Context: an optimization exercise on an open-source flow, tuned for small area. The choices shown serve that exercise and are no tape-out recipe.
Function was checked by simulation only, so behaviour that the tests miss may differ from the original.
The flow treats the clock pin as an ideal source, which a real chip does not have.
Power figures rest on the tool's default switching activity, not on a simulated workload.

// simon_top
module simon_top (
    input wire CLOCK_50,
    input wire [0:0] KEY,     
    input wire [3:0] SW,      
    output wire [9:0] LEDR,
    output wire [6:0] HEX0    
);
For scale: ~430 cells after synthesis, about 5300 um^2 of cells after synthesis.
==> flow/config.mk <==
export PLATFORM = sky130hd
export DESIGN_NAME = simon_top
export DESIGN_NICKNAME = simon_top
export VERILOG_FILES = /design/flow/design.v
export SDC_FILE = /design/flow/constraint.sdc
export NUM_CORES = 4
export LEC_CHECK = 0
export CAP_MARGIN = 20
export CORE_MARGIN = 2
export CORE_UTILIZATION = 40
export SLEW_MARGIN = 20
==> flow/constraint.sdc <==
create_clock -name core_clock -period 10.0 [get_ports {CLOCK_50}]
set_input_delay 2.0000 -clock core_clock [delete_from_list [all_inputs] [get_ports {CLOCK_50}]]
set_output_delay 2.0000 -clock core_clock [all_outputs]
set_load 0.01 [all_outputs]
standard.sh (not shown) runs the stock make flow with config.mk's settings and CLKGATE_MAP_FILE= SYNTH_SCRIPT=/design/flow/synth_recipe.tcl, a recipe that flattens the netlist after the stock synthesis.
==> flow/flow/run.sh <==
#!/bin/bash
# Own layout flow: the standard flow (standard.sh) with three changes.
#  1. After the standard synthesis, the combinational logic is mapped again
#     by ABC for area (remap.tcl: &deepsyn, then dch and amap). &deepsyn is
#     randomised, so it runs with eight seeds (four at a time) on the
#     standard netlist, and the smallest netlist is kept. The flip-flops are kept as they are, by instance name
#     and cell type.
#  2. CTS adds no dummy loads and uses clkbuf_8 buffers; after CTS each leaf
#     clock buffer, then the root, is shrunk to the smallest buffer whose flip-flop clock-pin
#     slew stays low (post_cts.tcl).
#  3. Ports are buffered with buf_1.
# Every tool's full output goes to a log of its own in this folder; ORFS also
# keeps each step's log under orfs/logs/.
set -euo pipefail
W=$(pwd)
RES=$W/orfs/results/sky130hd/simon_top/base

bash standard.sh "$RES/1_2_yosys.v" > make_synth.log 2>&1
cp "$RES/1_2_yosys.v" "$W/standard_1_2_yosys.v"

DONT_USE=$(sed -n '/DONT_USE_CELLS/,/^$/p' "$FLOW_HOME/platforms/sky130hd/config.mk" \
           | grep -oE 'sky130_fd_sc_hd__[a-z0-9_]+' | tr '\n' ' ')
LIB="$FLOW_HOME/platforms/sky130hd/lib/sky130_fd_sc_hd__tt_025C_1v80.lib"

area() { grep "Chip area for module" "$1.stat" | awk '{print $NF}'; }

best=""
best_area=""
for round in 1 2; do
  for s in 1 2 3 4; do
    seed=$(( (round - 1) * 4 + s ))
    REMAP_IN="$W/standard_1_2_yosys.v" REMAP_OUT="$W/remap_$seed.v" REMAP_LIB="$LIB" REMAP_T=60 \
    REMAP_SEED=$seed REMAP_DONT_USE="$DONT_USE" \
      yosys -c "$W/flow/remap.tcl" > "remap_$seed.log" 2>&1 &
  done
  wait
  for s in 1 2 3 4; do
    seed=$(( (round - 1) * 4 + s ))
    a=$(area "$W/remap_$seed.v")
    echo "round $round seed $seed area $a" >> remap_summary.log
    if [[ -z "$best_area" ]] || \
       awk -v a="$a" -v b="$best_area" 'BEGIN { exit !(a < b) }'; then
      best="$W/remap_$seed.v"; best_area=$a
    fi
  done
done
echo "kept $best ($best_area)" >> remap_summary.log
cp "$best" "$RES/1_2_yosys.v"

CTS="-sink_clustering_enable -repair_clock_nets -dont_use_dummy_load -buf_list {sky130_fd_sc_hd__clkbuf_8}"
bash standard.sh "CTS_ARGS=$CTS" "BUFFER_PORTS_ARGS=-buffer_cell sky130_fd_sc_hd__buf_1" \
    "POST_CTS_TCL=$W/flow/post_cts.tcl" finish > make_finish.log 2>&1
==> flow/flow/post_cts.tcl <==
set ::post_cts_limit 0.120
set ::post_cts_cands {sky130_fd_sc_hd__clkbuf_1 sky130_fd_sc_hd__clkbuf_2 sky130_fd_sc_hd__clkbuf_4
           sky130_fd_sc_hd__buf_6}
set clkpins [get_pins -hierarchical */CLK]

proc worst_slew {pins} {
  set worst 0
  foreach l $pins {
    foreach p {slew_max_rise slew_max_fall} {
      set s [get_property $l $p]
      if {$s > $worst} { set worst $s }
    }
  }
  return $worst
}

proc shrink {inst pins} {
  set orig [get_property $inst ref_name]
  set chosen $orig
  foreach cand $::post_cts_cands {
    replace_cell $inst $cand
    estimate_parasitics -placement
    if {[worst_slew $pins] <= $::post_cts_limit} { set chosen $cand; break }
  }
  if {$chosen eq $orig} {
    replace_cell $inst $orig
    estimate_parasitics -placement
  }
  puts "post_cts: [get_full_name $inst] $orig -> $chosen"
}

estimate_parasitics -placement
set upper {}
foreach inst [get_cells clkbuf_*] {
  set out [get_pins -of_objects $inst -filter "direction == output"]
  set loads [get_pins -of_objects [get_nets -of_objects $out] -filter "direction == input"]
  set leaf 1
  foreach l $loads {
    if {![string match */CLK [get_full_name $l]]} { set leaf 0 }
  }
  if {$leaf} { shrink $inst $loads } else { lappend upper $inst }
}
foreach inst $upper { shrink $inst $clkpins }
estimate_parasitics -placement
puts "post_cts: worst clock-pin slew [worst_slew $clkpins]"
Other scripts of this flow, unchanged in this note and not shown: flow/flow/remap.tcl
Edit:
--- a/flow/flow/run.sh
+++ b/flow/flow/run.sh
@@ -4,3 +4,3 @@
 #     by ABC for area (remap.tcl: &deepsyn, then dch and amap). &deepsyn is
-#     randomised, so it runs with eight seeds (four at a time) on the
+#     randomised, so it runs with twelve seeds (four at a time) on the
 #     standard netlist, and the smallest netlist is kept. The flip-flops are kept as they are, by instance name
@@ -28,3 +28,3 @@
 best_area=""
-for round in 1 2; do
+for round in 1 2 3; do
   for s in 1 2 3 4; do
--- a/flow/flow/post_cts.tcl
+++ b/flow/flow/post_cts.tcl
@@ -1,2 +1,2 @@
-set ::post_cts_limit 0.120
+set ::post_cts_limit 0.124
 set ::post_cts_cands {sky130_fd_sc_hd__clkbuf_1 sky130_fd_sc_hd__clkbuf_2 sky130_fd_sc_hd__clkbuf_4
The new run finished clean.
Synthesized cell count does not change.
Via count is lower by 0.56%.
Routed wire length barely changes.
First-iteration DRC count increases by 11%.
Setup slack gains 150 ps.
Area after synthesis stays the same.
Design area is about the same.
Register-to-register slack hardly moves.
Core utilization barely changes.
Fmax rises by 3.9%.

---

== v23 ==
Another version of the RTL of simon_top (not shown whole).
For scale: roughly 440 cells after synthesis, roughly 23 I/O pins.
==> flow/config.mk <==
export PLATFORM = sky130hd
export DESIGN_NAME = simon_top
export DESIGN_NICKNAME = simon_top
export VERILOG_FILES = /design/flow/design.v
export SDC_FILE = /design/flow/constraint.sdc
export NUM_CORES = 4
export LEC_CHECK = 0
export CAP_MARGIN = 20
export CORE_MARGIN = 2
export CORE_UTILIZATION = 55
export SLEW_MARGIN = 20
==> flow/constraint.sdc <==
create_clock -name core_clock -period 10.0 [get_ports {CLOCK_50}]
set_input_delay 2.0000 -clock core_clock [delete_from_list [all_inputs] [get_ports {CLOCK_50}]]
set_output_delay 2.0000 -clock core_clock [all_outputs]
set_load 0.01 [all_outputs]
==> flow/flow/run.sh <==
#!/bin/bash
# Own layout flow: the standard flow (standard.sh) with three changes.
#  1. After the standard synthesis, the combinational logic is mapped again
#     by ABC for area (remap.tcl, with a 30 s &deepsyn run); the flip-flops are kept as they are, by
#     instance name and cell type.
#  2. CTS adds no dummy loads and uses clkbuf_8 buffers; after CTS each leaf
#     clock buffer is shrunk to the smallest clkbuf whose flip-flop clock-pin
#     slew stays low (post_cts.tcl); buf_6 is tried before keeping clkbuf_8.
#  3. Ports are buffered with buf_1.
# Every tool's full output goes to a log of its own in this folder; ORFS also
# keeps each step's log under orfs/logs/.
set -euo pipefail
W=$(pwd)
RES=$W/orfs/results/sky130hd/simon_top/base

bash standard.sh "$RES/1_2_yosys.v" > make_synth.log 2>&1
cp "$RES/1_2_yosys.v" "$W/standard_1_2_yosys.v"

DONT_USE=$(sed -n '/DONT_USE_CELLS/,/^$/p' "$FLOW_HOME/platforms/sky130hd/config.mk" \
           | grep -oE 'sky130_fd_sc_hd__[a-z0-9_]+' | tr '\n' ' ')
LIB="$FLOW_HOME/platforms/sky130hd/lib/sky130_fd_sc_hd__tt_025C_1v80.lib"
REMAP_IN="$W/standard_1_2_yosys.v" REMAP_OUT="$W/remapped.v" REMAP_LIB="$LIB" \
REMAP_DONT_USE="$DONT_USE" yosys -c "$W/flow/remap.tcl" > remap.log 2>&1
cp "$W/remapped.v" "$RES/1_2_yosys.v"

CTS="-sink_clustering_enable -repair_clock_nets -dont_use_dummy_load -buf_list {sky130_fd_sc_hd__clkbuf_8}"
bash standard.sh "CTS_ARGS=$CTS" "BUFFER_PORTS_ARGS=-buffer_cell sky130_fd_sc_hd__buf_1" \
    "POST_CTS_TCL=$W/flow/post_cts.tcl" finish > make_finish.log 2>&1
==> flow/flow/remap.tcl <==
# Map the standard synthesis's combinational logic again, for area. The
# flip-flop cells are kept as instances (keep_hierarchy), so every register
# keeps its instance name and cell type.
yosys -import
set lib $::env(REMAP_LIB)
set du {}
foreach c $::env(REMAP_DONT_USE) { lappend du -dont_use $c }
read_liberty -ignore_miss_func $lib
read_verilog $::env(REMAP_IN)
hierarchy -top simon_top
setattr -mod -set keep_hierarchy 1 sky130_fd_sc_hd__df* sky130_fd_sc_hd__edf*
flatten
opt -purge
abc -liberty $lib {*}$du -script "+strash;&get,-n;&deepsyn,-T,30;&put;dch,-f;amap"
splitnets
opt_clean -purge
hilomap -singleton -hicell sky130_fd_sc_hd__conb_1 HI -locell sky130_fd_sc_hd__conb_1 LO
opt_clean -purge
select simon_top
stat -liberty $lib
write_verilog -noattr -nohex -nodec -selected $::env(REMAP_OUT)
Other scripts of this flow, unchanged in this note and not shown: flow/flow/post_cts.tcl
Per the final summary, v23 finished and its layout is clean on timing, DRC and antenna.
Here is what was changed in the inputs of v49 compared with v23.
# v23
export LEC_CHECK = 0
export CAP_MARGIN = 20
export CORE_MARGIN = 2
export CORE_UTILIZATION = 55
export SLEW_MARGIN = 20
create_clock -name core_clock -period 10.0 [get_ports {CLOCK_50}]
# v49
export LEC_CHECK = 0
export CAP_MARGIN = 20
export CORE_MARGIN = 2
export CORE_UTILIZATION = 40
export SLEW_MARGIN = 20
create_clock -name core_clock -period 10.0 [get_ports {CLOCK_50}]
diff --git a/flow/flow/run.sh b/flow/flow/run.sh
--- a/flow/flow/run.sh
+++ b/flow/flow/run.sh
@@ -3,3 +3,3 @@
 #  1. After the standard synthesis, the combinational logic is mapped again
-#     by ABC for area (remap.tcl, with a 30 s &deepsyn run); the flip-flops are kept as they are, by
+#     by ABC for area (remap.tcl, with a 120 s &deepsyn run); the flip-flops are kept as they are, by
 #     instance name and cell type.
diff --git a/flow/flow/remap.tcl b/flow/flow/remap.tcl
--- a/flow/flow/remap.tcl
+++ b/flow/flow/remap.tcl
@@ -13,3 +13,3 @@
 opt -purge
-abc -liberty $lib {*}$du -script "+strash;&get,-n;&deepsyn,-T,30;&put;dch,-f;amap"
+abc -liberty $lib {*}$du -script "+strash;&get,-n;&deepsyn,-T,120;&put;dch,-f;amap"
 splitnets
Notes after the runs:
- Floorplan check, v49 vs v23: die outline larger in v49
- In the tables for v23 and v49, cell count reads lower with v23.
- A beginning of the critical path of the_game.won[0] is what v49 shows, while the_game.won[1] belongs to v23.
- v49 went all the way through synthesis, placement and routing and the layout is clean on timing, DRC and antenna.
- v23 -> v49: design area increased slightly
- Diff v23 -> v49: mean post-synth cell area decreased 0.46 µm², non-clock buffer count grew by 1, synthesized area now larger, final clock period utilization by the worst path went up 0.76 points.
- Diff v23 -> v49: worst setup slack moved down, leakage power rose 1.3%.
Edits applied to the flow inputs when going from v49 to v45:
diff --git a/flow/flow/run.sh b/flow/flow/run.sh
--- a/flow/flow/run.sh
+++ b/flow/flow/run.sh
@@ -3,7 +3,10 @@
 #  1. After the standard synthesis, the combinational logic is mapped again
-#     by ABC for area (remap.tcl, with a 120 s &deepsyn run); the flip-flops are kept as they are, by
-#     instance name and cell type.
+#     by ABC for area (remap.tcl: &deepsyn, then dch and amap). &deepsyn is
+#     randomised, so it runs with several seeds, in two rounds (the second
+#     starts from the first round's smallest netlist), and the smallest
+#     netlist is kept. The flip-flops are kept as they are, by instance name
+#     and cell type.
 #  2. CTS adds no dummy loads and uses clkbuf_8 buffers; after CTS each leaf
-#     clock buffer is shrunk to the smallest clkbuf whose flip-flop clock-pin
-#     slew stays low (post_cts.tcl); buf_6 is tried before keeping clkbuf_8.
+#     clock buffer is shrunk to the smallest buffer whose flip-flop clock-pin
+#     slew stays low (post_cts.tcl).
 #  3. Ports are buffered with buf_1.
@@ -21,5 +24,26 @@
 LIB="$FLOW_HOME/platforms/sky130hd/lib/sky130_fd_sc_hd__tt_025C_1v80.lib"
-REMAP_IN="$W/standard_1_2_yosys.v" REMAP_OUT="$W/remapped.v" REMAP_LIB="$LIB" \
-REMAP_DONT_USE="$DONT_USE" yosys -c "$W/flow/remap.tcl" > remap.log 2>&1
-cp "$W/remapped.v" "$RES/1_2_yosys.v"
+
+area() { grep "Chip area for module" "$1.stat" | awk '{print $NF}'; }
+
+best="$W/standard_1_2_yosys.v"
+for round in 1 2; do
+  for s in 1 2 3 4; do
+    seed=$(( (round - 1) * 4 + s ))
+    REMAP_IN="$best" REMAP_OUT="$W/remap_$seed.v" REMAP_LIB="$LIB" REMAP_T=100 \
+    REMAP_SEED=$seed REMAP_DONT_USE="$DONT_USE" \
+      yosys -c "$W/flow/remap.tcl" > "remap_$seed.log" 2>&1 &
+  done
+  wait
+  for s in 1 2 3 4; do
+    seed=$(( (round - 1) * 4 + s ))
+    a=$(area "$W/remap_$seed.v")
+    echo "round $round seed $seed area $a" >> remap_summary.log
+    if [[ "$best" == "$W/standard_1_2_yosys.v" ]] || \
+       awk -v a="$a" -v b="$best_area" 'BEGIN { exit !(a < b) }'; then
+      best="$W/remap_$seed.v"; best_area=$a
+    fi
+  done
+done
+echo "kept $best ($best_area)" >> remap_summary.log
+cp "$best" "$RES/1_2_yosys.v"
 
diff --git a/flow/flow/remap.tcl b/flow/flow/remap.tcl
--- a/flow/flow/remap.tcl
+++ b/flow/flow/remap.tcl
@@ -13,3 +13,3 @@
 opt -purge
-abc -liberty $lib {*}$du -script "+strash;&get,-n;&deepsyn,-T,120;&put;dch,-f;amap"
+abc -liberty $lib {*}$du -script "+strash;&get,-n;&deepsyn,-T,$::env(REMAP_T),-S,$::env(REMAP_SEED);&put;dch,-f;amap"
 splitnets
@@ -19,3 +19,3 @@
 select simon_top
-stat -liberty $lib
+tee -o $::env(REMAP_OUT).stat stat -liberty $lib
 write_verilog -noattr -nohex -nodec -selected $::env(REMAP_OUT)
==> comparison <==
- Result for v49 and v45: all clean
- Comparing global-route wire length before repair for v49 and v45, the bigger number came from v49.
- Number of tapcells delta (v45 -> v49): insignificant
- Between v49 and v45, the effective utilization at floorplan figures differ only marginally.
- Relative to v49, the final worst setup slack of v45 is lower by 0.12 ns.
- Compared with v49, v45 shows a total buffers and inverters traversed by the critical path that is 1 lower.
- v45 vs v49: post-synthesis instance area down slightly
- | instance area at placement | v45 vs v49 | about 0.3% lower |
diff inputs: v45 => v32
==> flow/flow/run.sh <==
#!/bin/bash
# Own layout flow: the standard flow (standard.sh) with three changes.
#  1. After the standard synthesis, the combinational logic is mapped again
#     by ABC for area (remap.tcl, with a 30 s &deepsyn run); the flip-flops are kept as they are, by
#     instance name and cell type.
#  2. CTS adds no dummy loads and uses clkbuf_8 buffers; after CTS each leaf
#     clock buffer is shrunk to the smallest clkbuf whose flip-flop clock-pin
#     slew stays low (post_cts.tcl); buf_6 is tried before keeping clkbuf_8.
#  3. Ports are buffered with buf_1.
# Every tool's full output goes to a log of its own in this folder; ORFS also
# keeps each step's log under orfs/logs/.
set -euo pipefail
W=$(pwd)
RES=$W/orfs/results/sky130hd/simon_top/base

bash standard.sh "$RES/1_2_yosys.v" > make_synth.log 2>&1
cp "$RES/1_2_yosys.v" "$W/standard_1_2_yosys.v"

DONT_USE=$(sed -n '/DONT_USE_CELLS/,/^$/p' "$FLOW_HOME/platforms/sky130hd/config.mk" \
           | grep -oE 'sky130_fd_sc_hd__[a-z0-9_]+' | tr '\n' ' ')
LIB="$FLOW_HOME/platforms/sky130hd/lib/sky130_fd_sc_hd__tt_025C_1v80.lib"
REMAP_IN="$W/standard_1_2_yosys.v" REMAP_OUT="$W/remapped.v" REMAP_LIB="$LIB" \
REMAP_DONT_USE="$DONT_USE" yosys -c "$W/flow/remap.tcl" > remap.log 2>&1
cp "$W/remapped.v" "$RES/1_2_yosys.v"

CTS="-sink_clustering_enable -repair_clock_nets -dont_use_dummy_load -buf_list {sky130_fd_sc_hd__clkbuf_8}"
bash standard.sh "CTS_ARGS=$CTS" "BUFFER_PORTS_ARGS=-buffer_cell sky130_fd_sc_hd__buf_1" \
    "POST_CTS_TCL=$W/flow/post_cts.tcl" finish > make_finish.log 2>&1
diff --git a/flow/flow/remap.tcl b/flow/flow/remap.tcl
--- a/flow/flow/remap.tcl
+++ b/flow/flow/remap.tcl
@@ -13,3 +13,3 @@
 opt -purge
-abc -liberty $lib {*}$du -script "+strash;&get,-n;&deepsyn,-T,$::env(REMAP_T),-S,$::env(REMAP_SEED);&put;dch,-f;amap"
+abc -liberty $lib {*}$du -script "+strash;&get,-n;&deepsyn,-T,30;&put;dch,-f;amap"
 splitnets
@@ -19,3 +19,3 @@
 select simon_top
-tee -o $::env(REMAP_OUT).stat stat -liberty $lib
+stat -liberty $lib
 write_verilog -noattr -nohex -nodec -selected $::env(REMAP_OUT)
==> results.txt <==
Final total power went down slightly going from v45 to v32. v32 ended up with HEX0[0] as its worst setup path endpoint; v45 ended up with HEX0[5]. The final reports for v32 and v45 show routed wire length lower in the former. From v45 to v32 the numbers moved as follows: via count ~0 delta; netlist area before placement flat; layout overhead on the synthesized area was more or less identical.

==> what the ideal ports hide <==
In the flow no input, the clock included, has a driving cell. The finished layouts below were timed again as built, in two steps.
Step 1 assumes that a clkbuf_16 drives the clock port and a buf_2 every other input.
Step 2 times the ports against the registers' clock, not the clock port: input delays grow and output delays shrink by t, the midpoint of the rising clock arrivals with the driver on.
Slacks: ideal ports / drivers / drivers and shift; pairs: ideal ports / drivers.
| run | shift t [ns] | setup WS [ns] | latest minus earliest clock arrival (ns) | worst data-port slew with drivers (ns) | cell pins on the clock port's net |
|---|---|---|---|---|---|
| the first run of note 1 | 0.543 | 5.860 / 5.828 / 6.371 | 0.084 / 0.084 | 0.04 | 1 |
| the second run of note 1 | 0.414 | 6.015 / 5.981 / 6.395 | 0.063 / 0.063 | 0.04 | 1 |
| v23 | 0.448 | 5.656 / 5.621 / 6.069 | 0.062 / 0.062 | 0.03 | 1 |
| v49 | 0.444 | 5.580 / 5.549 / 5.992 | 0.067 / 0.067 | 0.03 | 1 |
| v45 | 0.442 | 5.464 / 5.433 / 5.874 | 0.065 / 0.065 | 0.03 | 1 |
| v32 | 0.444 | 5.625 / 5.594 / 6.038 | 0.062 / 0.062 | 0.03 | 1 |
After both steps setup and hold are still met in every run listed.
